Background: an optimization exercise with open tools, aiming at small area. Do not read the settings as production practice. At most, simulation tests tie the RTL to the original design; equivalence was not proved. Only the layout flow was run in run 1; the RTL was not checked for function there. Power figures rest on the tool's default switching activity, not on a simulated workload.

==> flow/design.v (outline; a module is shown in full before it is edited, if it fits) <==
// module cmplx_mixer8: 589 lines
// module cmplx_mixer16: 1327 lines
// module summComplex: 41 lines
// module memForFFT: 45 lines
// module multComplexE: 127 lines
// module interconnect_two_sFFT_to_mFFT: 157 lines
// module myFFT: 489 lines
// module myFFT16: 30 lines
module myFFT16 (
    input         i_clk,
    input         i_reset,
    input         i_valid,
    input  [15:0] i_data_in_i,
    input  [15:0] i_data_in_q,
    output [17:0] o_data_out_i,
    output [17:0] o_data_out_q,
    output        o_complete,
    output [2:0]  o_stateFFT,
    input         i_flag_ready_recive,
    output        o_flag_wayt_data
);
  // ...
==> flow/run.sh <==
#!/bin/bash
# synth_recipe.tcl (not shown) runs the flow's synth.tcl, then flattens the netlist and writes it again
# the make line also repeats each setting of config.mk as NAME=value (left out here)
make -C /OpenROAD-flow-scripts/flow DESIGN_CONFIG=/design/flow/config.mk WORK_HOME=/design/flow/orfs CLKGATE_MAP_FILE= SYNTH_SCRIPT=/design/flow/synth_recipe.tcl finish
==> flow/config.mk <==
export PLATFORM = sky130hd
export DESIGN_NAME = myFFT16
export DESIGN_NICKNAME = myFFT16
export VERILOG_FILES = /design/flow/design.v
export SDC_FILE = /design/flow/constraint.sdc
export NUM_CORES = 4
export LEC_CHECK = 0
export CAP_MARGIN = 0
export CORE_MARGIN = 2
export CORE_UTILIZATION = 60
export CTS_BUF_LIST = sky130_fd_sc_hd__clkbuf_16
export CTS_CLUSTER_DIAMETER = 80
export CTS_CLUSTER_SIZE = 22
export SLEW_MARGIN = 0
==> flow/constraint.sdc <==
create_clock -name core_clock -period 10.0 [get_ports {i_clk}]
set_input_delay 2.0000 -clock core_clock [delete_from_list [all_inputs] [get_ports {i_clk}]]
set_output_delay 2.0000 -clock core_clock [all_outputs]
set_load 0.01 [all_outputs]
==> impl_metrics.toml, run 1 <==
[yosys]
ys_seq_area_frac = 0.570
synthAdderAreaFrac = 0.175
async_flop_share = 0
netlist_top_cells_count = "2673 x edfxtp_1, 1462 x inv_1, 1053 x fa_1"
syn_nets = 11949
synth_xor_area_frac = 0.0342

[power_and_ir_drop]
pwr-share-seq = 0.625

[finish]
fill_cells = 18694
layout_common_cells = "2673 x edfxtp_1, 1557 x inv_1, 1053 x fa_1, 486 x ha_1, 456 x mux2i_1"
postLayoutCoreUtil = 0.645
nets = 12014
multi_input_area_sq_mm = 0.0599
nonClockInverterCount = 1468
final_common_cell = "edfxtp_1"
multi_input_area_share = 0.362
clock_buffers = 170

[timing]
hold_ws_ns = 0.368
slew_viol_final = 0
skew_ns = 0.0899
setup_viol_count_final = 0
finalCriticalPeriod_ns = 8.74

[place]
dpl-instance-area_sq_mm = 0.160
dp_hpwl_mm = 235
gp_congestion = 0.927
port_buffers = 76
post-place-ws_ns = 0.435

[critical_path]
crit_fanout = 11
r2r_cells = 28
crit_cells = 19
cp_slowest_stage_delay_ns = 0.78

[cts]
cts_resized = 0
clk_path_buf_depth = 3
hold_buffers = 0
numCtsBuffers = 169
cts_max_level = 4

[floorplanning]
die_y_um = 512
io_pins = 77

[status]
status = "timing/DRC/antenna clean"

[detailed_routing]
met2_length_mm = 161
via_per_inst = 5.69
highest_layer = "met4"

[global_routing]
grt_pass1_wl_mm = 515
grt_start_max_net_pins = 82

[run]
drv_cap = 0
==> run 2, diff against run 1 <==
--- a/flow/design.v
+++ b/flow/design.v
@@ -598,21 +598,21 @@
   output logic [17 : 0] odat_im
 );
   logic [16:0] dat_re, dat_im;
   logic  [2:0] k;
   logic [17:0] r_re, r_im, s2_re, s2_im, s3_re, s3_im;
   wire nE = k[0] | k[1];
   wire BD = k[0];
   wire AA = k[1] & ~k[0];
-  wire sw = (k == 3'd3) | (k == 3'd4) | (k == 3'd5) | (k == 3'd6);
-  wire [16:0] u_re = sw ? dat_im : dat_re;
-  wire [16:0] v_re = sw ? dat_re : dat_im;
-  wire [16:0] u_im = sw ? dat_re : dat_im;
-  wire [16:0] v_im = sw ? dat_im : dat_re;
+  wire sw_d = (ik == 3'd3) | (ik == 3'd4) | (ik == 3'd5) | (ik == 3'd6);
+  wire [16:0] u_re = dat_re;
+  wire [16:0] v_re = dat_im;
+  wire [16:0] u_im = dat_im;
+  wire [16:0] v_im = dat_re;
   wire nu_re = (k == 3'd7);
   wire nv_re = (k == 3'd5) | (k == 3'd6);
   wire nu_im = k[2] | (k == 3'd3);
   wire nv_im = (k[1] | k[0]) & (k != 3'd3);
   wire p_re_w0 = (1'b1 & (u_re[0] ^ nu_re));
   wire p_re_w1 = (1'b1 & (u_re[1] ^ nu_re));
   wire p_re_w2 = (1'b1 & (u_re[2] ^ nu_re));
   wire p_re_w3 = (1'b1 & (u_re[3] ^ nu_re));
@@ -1897,18 +1897,18 @@
   wire p_im_w638 = p_im_w515 ^ p_im_w575 ^ p_im_w576;
   wire p_im_w639 = (p_im_w515 & p_im_w575) | (p_im_w515 & p_im_w576) | (p_im_w575 & p_im_w576);
   wire [31:0] p_im_a = {p_im_w637, p_im_w635, p_im_w633, p_im_w631, p_im_w629, p_im_w627, p_im_w625, p_im_w623, p_im_w621, p_im_w619, p_im_w617, p_im_w615, p_im_w613, p_im_w611, p_im_w609, p_im_w607, p_im_w605, p_im_w603, p_im_w601, p_im_w599, p_im_w597, p_im_w595, p_im_w593, p_im_w591, p_im_w589, p_im_w587, p_im_w585, p_im_w583, p_im_w581, p_im_w579, p_im_w516, 1'b0};
   wire [31:0] p_im_b = {p_im_w638, p_im_w636, p_im_w634, p_im_w632, p_im_w630, p_im_w628, p_im_w626, p_im_w624, p_im_w622, p_im_w620, p_im_w618, p_im_w616, p_im_w614, p_im_w612, p_im_w610, p_im_w608, p_im_w606, p_im_w604, p_im_w602, p_im_w600, p_im_w598, p_im_w596, p_im_w594, p_im_w592, p_im_w590, p_im_w588, p_im_w586, p_im_w584, p_im_w582, p_im_w580, p_im_w578, 1'b0};
   wire [31:0] p_im_s = p_im_a + p_im_b;
   assign r_im = p_im_s[31:14];
   always_ff @(posedge iclk) begin
     if (ival) begin
-      dat_re <= idat_re;
-      dat_im <= idat_im;
+      dat_re <= sw_d ? idat_im : idat_re;
+      dat_im <= sw_d ? idat_re : idat_im;
       k      <= ik;
       s2_re  <= r_re;
       s2_im  <= r_im;
       s3_re  <= s2_re;
       s3_im  <= s2_im;
       odat_re <= s3_re;
       odat_im <= s3_im;
     end
==> flow/config.mk (replaced) <==
export PLATFORM = sky130hd
export DESIGN_NAME = myFFT16
export DESIGN_NICKNAME = myFFT16
export VERILOG_FILES = /design/flow/design.v
export SDC_FILE = /design/flow/constraint.sdc
export NUM_CORES = 4
export LEC_CHECK = 0
export CAP_MARGIN = 0
export CORE_MARGIN = 2
export CORE_UTILIZATION = 70
export CTS_BUF_LIST = sky130_fd_sc_hd__clkbuf_8
export CTS_CLUSTER_DIAMETER = 60
export CTS_CLUSTER_SIZE = 16
export GPL_ROUTABILITY_DRIVEN = 0
export GPL_TIMING_DRIVEN = 0
export SLEW_MARGIN = 0
==> impl_metrics.toml, run 2 <==
[yosys]
synth.area.top_cells = "edfxtp_1 52%, fa_1 14%, dfxtp_1 5.3%, mux4_2 4.5%, ha_1 3.9%"
ys_seq_area_frac = 0.570
syn_area_sq_mm = 0.155
syn_avg_cell_area_sq_um = 14.9
ys_types = 92
syn_nets = 11957
async_flop_share = 0
yosysMostFrequentCell = "edfxtp_1"
yosysTopAreaCellShare = 0.517
netlist_top_cells_count = "2673 x edfxtp_1, 1461 x inv_1, 1052 x fa_1"
synth_ff_type = "edfxtp_1"
syn_inst = 10389
ys_ff_latch = 3081
synth_enable_flop_cells = 2673
synth_top_cell_by_area = "edfxtp_1"
synth_warnings = 21

[global_routing]
use_met3 = 0.0466
grt_start_max_net_pins = 75
grt_use_met1 = 0.425
overflow = 0
grt_pass1_vias = 88121
globalRouteMet2Util = 0.521
grtUsageTotal = 0.316
antenna_found_initial = 9
grt-busiest-layer = "met2"
grt_pass1_wl_mm = 528

[timing]
hold_ws_ns = 0.370
skew_ns = 0.0786
slew_viol_final = 0
rsz0062_at_grt = "no"
finalCriticalPeriod_ns = 9.63
slew_headroom = 0.0538
setup_viol_count_final = 0
final-hold-violation-count = 0
worst_slew_pin_slew_ns = 1.41
period_share = 0.963
tns_ns = 0
fmax_mhz = 104

[power_and_ir_drop]
p_per_area_mw_per_mm2 = 129
vdd_drop_max_uv = 158
leakagePower_nw = 62.8

[finish]
final_cells = 13961
regArea_sq_mm = 0.0884
syn2layout_area_growth_pct = 7.03
postLayoutCoreUtil = 0.755
fill_cells = 13384
drive_gt1_frac = 0.114
multi_input_area_sq_mm = 0.0600
final_cell_area_sq_mm = 0.166
nets = 12375
final_common_cell = "edfxtp_1"
layout_common_cells = "2673 x edfxtp_1, 1602 x inv_1, 1052 x fa_1, 480 x ha_1, 462 x nor2_1"

[floorplanning]
design.die.area_sq_mm = 0.225
die_w_um = 475
num_rows = 172
initial_core_util = 0.705
io_pins = 77
die_y_um = 475
fp.coreArea_sq_mm = 0.220

[cts]
numCtsBuffers = 223
cts.sink_count = 3081
clk_path_buf_depth = 3
post_cts_buffers = 0
clk_latency_ns = 1.09
cts_resized = 0
cts_max_level = 4
cts.clk_slew.worst_paths_ns = 0.10
cts_root_buf = "clkbuf_8"
cts_tree = "built"
hold_buffers = 0

[hold_path]
hp-class = "flop to flop"

[status]
status = "timing/DRC/antenna clean"

[detailed_routing]
via_count = 83794
post_drt_wl_per_cell_um = 24.7
wl_mm = 345
via_per_inst = 6.00
drtIter0Drc = 7587
drcViolationCount = 0
final_antenna_net_count = 0
drtPass1Iterations = 6

[critical_path]
worst_ep_required_time_ns = 10.83
end_kind = "flop"
crit_fanout = 10
critPathKind = "flop to flop"
critPathLaunchType = "flop"
worstPathArrival_ns = 10.46

[place]
port_buffers = 76
dp_cells = 13539
dpl-instance-area_sq_mm = 0.162
dp_hpwl_mm = 260

[run]
drv_cap = 0
[run 2: cell types whose count changed after synthesis, moves of 11 or more]
| cell | delta |
|---|---|
| a21oi_1 | +16 |
| clkbuf_1 | +19 |
| a21o_1 | +21 |
| o21ai_0 | -24 |
| o21ai_1 | +14 |
| nor2_1 | +21 |
| mux2_2 | +37 |
| or3_1 | +11 |
| nand2_1 | -34 |
| nor3_1 | -21 |
| and2_1 | -13 |
| xor2_1 | +60 |
| xnor2_1 | -45 |
| mux2i_1 | -16 |
[run 2: worst max-delay path, stage by stage (launching register included)]
cell      delay, ns
dfxtp_1        0.44
clkbuf_1       0.42
clkbuf_1       0.51
inv_1          0.13
ha_1           0.26
nor2_1         0.59
clkbuf_1       0.70
xnor2_1        0.22
fa_1           0.22
inv_1          0.05
fa_1           0.38
fa_1           0.39
fa_1           0.39
fa_1           0.42
fa_1           0.40
fa_1           0.39
fa_1           0.41
fa_1           0.48
fa_1           0.41
fa_1           0.39
fa_1           0.41
fa_1           0.44
fa_1           0.43
xnor2_1        0.25
xnor2_1        0.16
xnor2_1        0.09
[run 2: path summary, 6_finish.rpt]
kind,cells after the start,end,slack (ns)
setup / recovery,25,flop,0.37
hold / removal,0,flop,0.37
setup reg to reg,25,flop,0.37
hold reg to reg,0,flop,0.37
[run 2: cells by family (layout without fill, tap and decap cells)]
group	after synthesis	count (layout)	share of synthesized area
adder cells (fa/ha/maj)	1533	1533	0.175
XOR/XNOR	621	621	0.0351
buffers and inverters	1855	2466	0.0452
AO/OA/AOI/OAI	964	964	0.0369
flip-flops	3081	3081	0.570
other	1	4	0.0000242
multiplexers	1189	1189	0.105
AND/OR/NAND/NOR	1145	1145	0.0332
[run 2: metal layers]
layer	vias to the layer above	wire length, um
met1	42699	136000
met2	3364	169000
met5	-	71
met4	10	17400
li1	36906	-
met3	815	23100
[run 2: layout make-up]
type | instances | share of cell area
Tap cell | 2958 | 0.0223
Antenna cell | 3 | 0.0000452
Clock buffer | 226 | 0.0187
Inverter | 1462 | 0.0330
Buffer | 393 | 0.00916
Clock inverter | 192 | 0.00741
Timing Repair Buffer | 193 | 0.0155
Sequential cell | 3081 | 0.533
Multi-Input combinational cell | 5453 | 0.361
[run 2: report_power, final]
part	internal [W]	switching [W]
Sequential	0.0139	0.0000245
Combinational	0.000444	0.000620
Clock	0.00238	0.00401
Total	0.0168	0.00466
[run 2: through the flow]
stage | power (W) | worst slack (ns)
after global placement | 0.0152 | -4.02
after CTS | 0.0215 | 0.271
after floorplan | 0.0149 | 1.73
final | 0.0214 | 0.374
after detailed placement | 0.0153 | -0.128
after global routing | 0.0221 | 0.0335
==> run 3, diff against run 2 <==
--- a/flow/config.mk
+++ b/flow/config.mk
@@ -7,10 +7,8 @@
 export LEC_CHECK = 0
 export CAP_MARGIN = 0
 export CORE_MARGIN = 2
-export CORE_UTILIZATION = 70
+export CORE_UTILIZATION = 60
 export CTS_BUF_LIST = sky130_fd_sc_hd__clkbuf_8
 export CTS_CLUSTER_DIAMETER = 60
 export CTS_CLUSTER_SIZE = 16
-export GPL_ROUTABILITY_DRIVEN = 0
-export GPL_TIMING_DRIVEN = 0
 export SLEW_MARGIN = 0
==> impl_metrics.toml, run 3 <==
[power_and_ir_drop]
vdd_drop_max_uv = 168
power_w = 0.0217
leakagePower_nw = 62.3
p_per_area_mw_per_mm2 = 132

[yosys]
yosysMostFrequentCell = "edfxtp_1"
synth.area.top_cells = "edfxtp_1 52%, fa_1 14%, dfxtp_1 5.3%, mux4_2 4.5%, ha_1 3.9%"
synth_enable_flop_cells = 2673
ys_types = 92
yosysTopAreaCellShare = 0.517
synth_ff_type = "edfxtp_1"
synth_warnings = 21
async_flop_share = 0
syn_avg_cell_area_sq_um = 14.9
synth_top_cell_by_area = "edfxtp_1"
syn_area_sq_mm = 0.155
syn_nets = 11957
netlist_top_cells_count = "2673 x edfxtp_1, 1461 x inv_1, 1052 x fa_1"
syn_inst = 10389
ys_ff_latch = 3081
ys_seq_area_frac = 0.570

[timing]
slew_viol_final = 0
fin_ws_ns = 1.46
slew_headroom = 0.172
setup_viol_count_final = 0
worst_slew_pin_slew_ns = 1.24
period_share = 0.854
final-hold-violation-count = 0
tns_ns = 0
skew_ns = 0.118
fmax_mhz = 117
finalCriticalPeriod_ns = 8.54
rsz0062_at_grt = "no"
hold_ws_ns = 0.327

[floorplanning]
die_w_um = 513
initial_core_util = 0.604
die_y_um = 513
design.die.area_sq_mm = 0.263
fp.coreArea_sq_mm = 0.257
io_pins = 77
num_rows = 186

[cts]
post_cts_buffers = 0
cts_max_level = 4
clk_latency_ns = 1.10
clk_path_buf_depth = 4
hold_buffers = 0
cts_resized = 0
cts_tree = "built"
cts.clk_slew.worst_paths_ns = 0.10
cts_root_buf = "clkbuf_8"
numCtsBuffers = 241
cts.sink_count = 3081

[detailed_routing]
via_per_inst = 5.68
final_antenna_net_count = 0
drtPass1Iterations = 5
via_count = 79825
drtIter0Drc = 6299
post_drt_wl_per_cell_um = 24.0
drcViolationCount = 0
wl_mm = 337

[global_routing]
grt_pass1_wl_mm = 515
overflow = 0
grtUsageTotal = 0.260
grt_pass1_vias = 83805
antenna_found_initial = 7
grt_start_max_net_pins = 90

[finish]
nets = 12037
postLayoutCoreUtil = 0.641
layout_common_cells = "2673 x edfxtp_1, 1584 x inv_1, 1052 x fa_1, 480 x ha_1, 460 x nor2_1"
syn2layout_area_growth_pct = 6.17
fill_cells = 18707
drive_gt1_frac = 0.124
final_common_cell = "edfxtp_1"

[place]
post-place-ws_ns = 0.434
dp_hpwl_mm = 237
gp_congestion = 0.914
port_buffers = 76

[critical_path]
cp_num_buf_inv = 1
crit_fanout = 10
critPathKind = "input pin to flop"
cp_top_family = "adder cells"
cp_cell_sequence = "clkdlybuf4s50_1 > ha_1 > fa_1 > fa_1 > fa_1 > fa_1 > fa_1 > fa_1 > fa_1 > fa_1 > fa_1 > fa_1 > fa_1 > fa_1 > fa_1 > fa_1 > xor2_1 > nor2_1 > xor2_1"
end_kind = "flop"
crit_top_cell = "fa_1"
worst_ep_required_time_ns = 10.75
crit_path_top_delay_cell = "clkdlybuf4s50_1"
worstPathArrival_ns = 9.29
critPathLaunchType = "input pin"
cp_slowest_stage_delay_ns = 0.78

[status]
status = "timing/DRC/antenna clean"

[hold_path]
hp-class = "flop to flop"

[run]
drv_cap = 0
## run 3: cell counts after synthesis
No cell type changed its count.
## run 3: report_power, final
part           switching [W]  leakage (nW)  internal (W)
Combinational       0.000601          32.0      0.000440
Clock                0.00410          2.80       0.00264
Sequential         0.0000380          27.5        0.0139
## run 3: worst paths after layout
| check | start | endpoint | slack, ns | cells after the start |
|---|---|---|---|---|
| setup / recovery | i_data_in_i[0] | flop | 1.46 | 19 |
| setup reg to reg | flop | flop | 1.80 | 24 |
| hold / removal | flop | flop | 0.33 | 0 |
| hold reg to reg | flop | flop | 0.33 | 0 |
## run 3: cells by family after synthesis
group	after synthesis	synth area share
other cells	1	0.0000242
fa+ha+maj	1533	0.175
simple gates	1145	0.0332
mux	1189	0.105
compound gates	964	0.0369
buf+inv	1855	0.0452
xor+xnor	621	0.0351
flops	3081	0.570
## run 3: layer usage
metal  vias up  track usage  share of wire
met4         2       0.0661          0.026
li1      36246            -              -
met3       443       0.0258          0.043
met2      1754        0.434           0.49
met1     41380        0.369           0.44
met5         -            0       0.000024
## run 3: final cells by class
type                    instances  area (sq um)  share of cell area
flip-flops and latches       3081         88500               0.537
inverters                    1462          5490              0.0333
diodes                          2          5.00           0.0000304
well taps                    3384          4230              0.0257
multi-input cells            5453         60000               0.364
repair buffers                230          1880              0.0114
clock inverters               191          1230             0.00748
clock buffers                 249          3430              0.0208
## run 3: through the flow
step	instances	cell area, sq um
6_report	14052	165000
5_1_grt	14051	165000
4_1_cts	14050	165000
3_5_place_dp	13610	160000
3_3_place_gp	13610	160000
2_1_floorplan	10389	155000
==> run 4, diff against run 3 <==
==> flow/flow/run.sh (new file) <==
#!/bin/bash
set -e
export CTS_ARGS="-sink_clustering_enable -repair_clock_nets -dont_use_dummy_load -sink_clustering_size 16 -sink_clustering_max_diameter 60 -buf_list sky130_fd_sc_hd__clkbuf_8"
bash standard.sh > standard.log 2>&1
==> flow/standard.sh (new file) <==
#!/bin/bash
# synth_recipe.tcl (not shown) runs the flow's synth.tcl, then flattens the netlist and writes it again
# the make line also repeats each setting of config.mk as NAME=value (left out here)
make -C /OpenROAD-flow-scripts/flow DESIGN_CONFIG=/design/flow/config.mk WORK_HOME=/design/flow/orfs CLKGATE_MAP_FILE= SYNTH_SCRIPT=/design/flow/synth_recipe.tcl "${@:-finish}"
removed: flow/run.sh
==> impl_metrics.toml, run 4 <==
[global_routing]
overflow = 0
grt_pass1_vias = 83552
antenna_found_initial = 9
grtUsageTotal = 0.259
grt_pass1_wl_mm = 514
grt_start_max_net_pins = 90

[timing]
fin_ws_ns = 1.44
rsz0062_at_grt = "no"
worst_slew_pin_slew_ns = 1.25
slew_headroom = 0.170
period_share = 0.856
finalCriticalPeriod_ns = 8.56
skew_ns = 0.150
tns_ns = 0
slew_viol_final = 0
final-hold-violation-count = 0
fmax_mhz = 117
setup_viol_count_final = 0

[place]
post-place-ws_ns = 0.434
gp_congestion = 0.914
dp_hpwl_mm = 237
port_buffers = 76
dpl-instance-area_sq_mm = 0.160

[status]
status = "timing/DRC/antenna clean"

[hold_path]
hp-class = "flop to flop"
min_path_cells = 0

[critical_path]
reg2reg_slack_ns = 1.80
critPathLaunchType = "input pin"
end_kind = "flop"
crit_path_top_delay_cell = "clkdlybuf4s50_1"
crit_fanout = 10
crit_cells = 19
cp_cell_sequence = "clkdlybuf4s50_1 > ha_1 > fa_1 > fa_1 > fa_1 > fa_1 > fa_1 > fa_1 > fa_1 > fa_1 > fa_1 > fa_1 > fa_1 > fa_1 > fa_1 > fa_1 > xor2_1 > nor2_1 > xor2_1"
critPathKind = "input pin to flop"
cp_top_family = "adder cells"
worst_ep_required_time_ns = 10.72
worstPathArrival_ns = 9.28
r2r_cells = 22
cp_num_buf_inv = 1
cp_slowest_stage_delay_ns = 0.79
crit_top_cell = "fa_1"

[detailed_routing]
post_drt_wl_per_cell_um = 24.2
drtIter0Drc = 5905
final_antenna_net_count = 0
via_count = 79425
drtPass1Iterations = 8
drcViolationCount = 0
via_per_inst = 5.73
wl_mm = 336

[finish]
postLayoutCoreUtil = 0.636
final_common_cell = "edfxtp_1"
final_cell_area_sq_mm = 0.163
layout_common_cells = "2673 x edfxtp_1, 1460 x inv_1, 1052 x fa_1, 480 x ha_1, 460 x nor2_1"
syn2layout_area_growth_pct = 5.31
fill_cells = 18763
nets = 12037
drive_gt1_frac = 0.120

[cts]
cts_root_buf = "clkbuf_8"
hold_buffers = 0
cts.clk_slew.worst_paths_ns = 0.09
cts.sink_count = 3081
post_cts_buffers = 0
clk_path_buf_depth = 4
cts_max_level = 4
cts_tree = "built"
clk_latency_ns = 1.09
cts_resized = 0
numCtsBuffers = 241

[floorplanning]
design.die.area_sq_mm = 0.263
num_rows = 186
initial_core_util = 0.604
fp.coreArea_sq_mm = 0.257
die_w_um = 513
io_pins = 77
die_y_um = 513

[yosys]
ys_ff_latch = 3081
ys_types = 92
synth_top_cell_by_area = "edfxtp_1"
syn_nets = 11957
synth.area.top_cells = "edfxtp_1 52%, fa_1 14%, dfxtp_1 5.3%, mux4_2 4.5%, ha_1 3.9%"
synth_warnings = 21
async_flop_share = 0
syn_inst = 10389
ys_seq_area_frac = 0.570
syn_area_sq_mm = 0.155
netlist_top_cells_count = "2673 x edfxtp_1, 1461 x inv_1, 1052 x fa_1"
synth_enable_flop_cells = 2673
yosysTopAreaCellShare = 0.517
syn_avg_cell_area_sq_um = 14.9
yosysMostFrequentCell = "edfxtp_1"
synth_ff_type = "edfxtp_1"

[power_and_ir_drop]
power_w = 0.0209
p_per_area_mw_per_mm2 = 128
vdd_drop_max_uv = 124
leakagePower_nw = 61.2

[run]
drv_cap = 0
run 4: cell counts after synthesis:
No cell type changed its count.
run 4: power breakdown:
| group | switching, W | leakage, nW | internal (W) |
|---|---|---|---|
| clock | 0.00375 | 1.73 | 0.00214 |
| sequential | 0.0000380 | 27.5 | 0.0139 |
| combinational | 0.000599 | 32.0 | 0.000440 |
| total | 0.00438 | 61.2 | 0.0165 |
run 4: layer usage:
layer	track usage	wire length (um)
met2	0.433	165000
met4	0.0642	8710
met5	0	8
met1	0.368	147000
met3	0.0264	14500
run 4: cell families after synthesis:
logic type,share of synthesized area
AOI/OAI and AO/OA,0.0369
other,0.0000242
muxes,0.105
xor gates and xnor gates,0.0351
buffers and inverters,0.0452
and+or+nand+nor,0.0332
DFF,0.570
adders and majority gates,0.175
run 4: stage by stage:
step | hold slack (ns) | cells
6_report | 0.330 | 13855
4_1_cts | 0.333 | 13851
2_1_floorplan | 0.383 | 10389
3_5_place_dp | 0.389 | 13610
5_1_grt | 0.357 | 13853
3_3_place_gp | 0.386 | 13610
run 4: area by class of cell:
cell class                 count  area [sq um]  area share
antenna                        4          10.0   0.0000613
clock buffer                 241          3320      0.0203
inverter                    1462          5490      0.0336
multi-input combinational   5453         60000       0.367
sequential                  3081         88500       0.542
tap                         3384          4230      0.0259
timing repair buffer         230          1880      0.0115
run 4: worst max path at each step:
stage                               from  endpoint
after detailed placement  i_data_in_i[0]      flop
after floorplan                  i_reset      flop
after CTS                 i_data_in_i[0]      flop
final                     i_data_in_i[0]      flop
after global routing      i_data_in_i[0]      flop
after global placement    i_data_in_i[0]      flop

port drivers added, routing unchanged:
No port has a modelled driver above. Below, the same layouts with a new extraction and two added sets of constraints.
Step 1: set_driving_cell puts a clkbuf_16 on i_clk and a buf_2 on each other input, an assumption about the parent block.
Step 2, shift: input delay + t, output delay - t, t = (earliest + latest rising clock arrival at the registers) / 2. This alone moves slack from input paths to output paths.
a / b / c = ideal ports / drivers / drivers and shift; a / b = the first two.
run	shift t [ns]	setup slack, ns	worst data-port slew with drivers (ns)
run 1	0.949	1.259 / 1.333 / 0.385	0.19
run 2	1.132	0.374 / 0.374 / -0.184	0.18
run 3	1.135	1.464 / 1.520 / 0.385	0.19
run 4	1.099	1.440 / 1.499 / 0.400	0.19
With both steps, setup timing fails in run 2, where it was met with ideal ports. For run 3, which loses most, drivers alone change the setup slack by +0.056 ns; drivers and shift together by -1.079 ns.
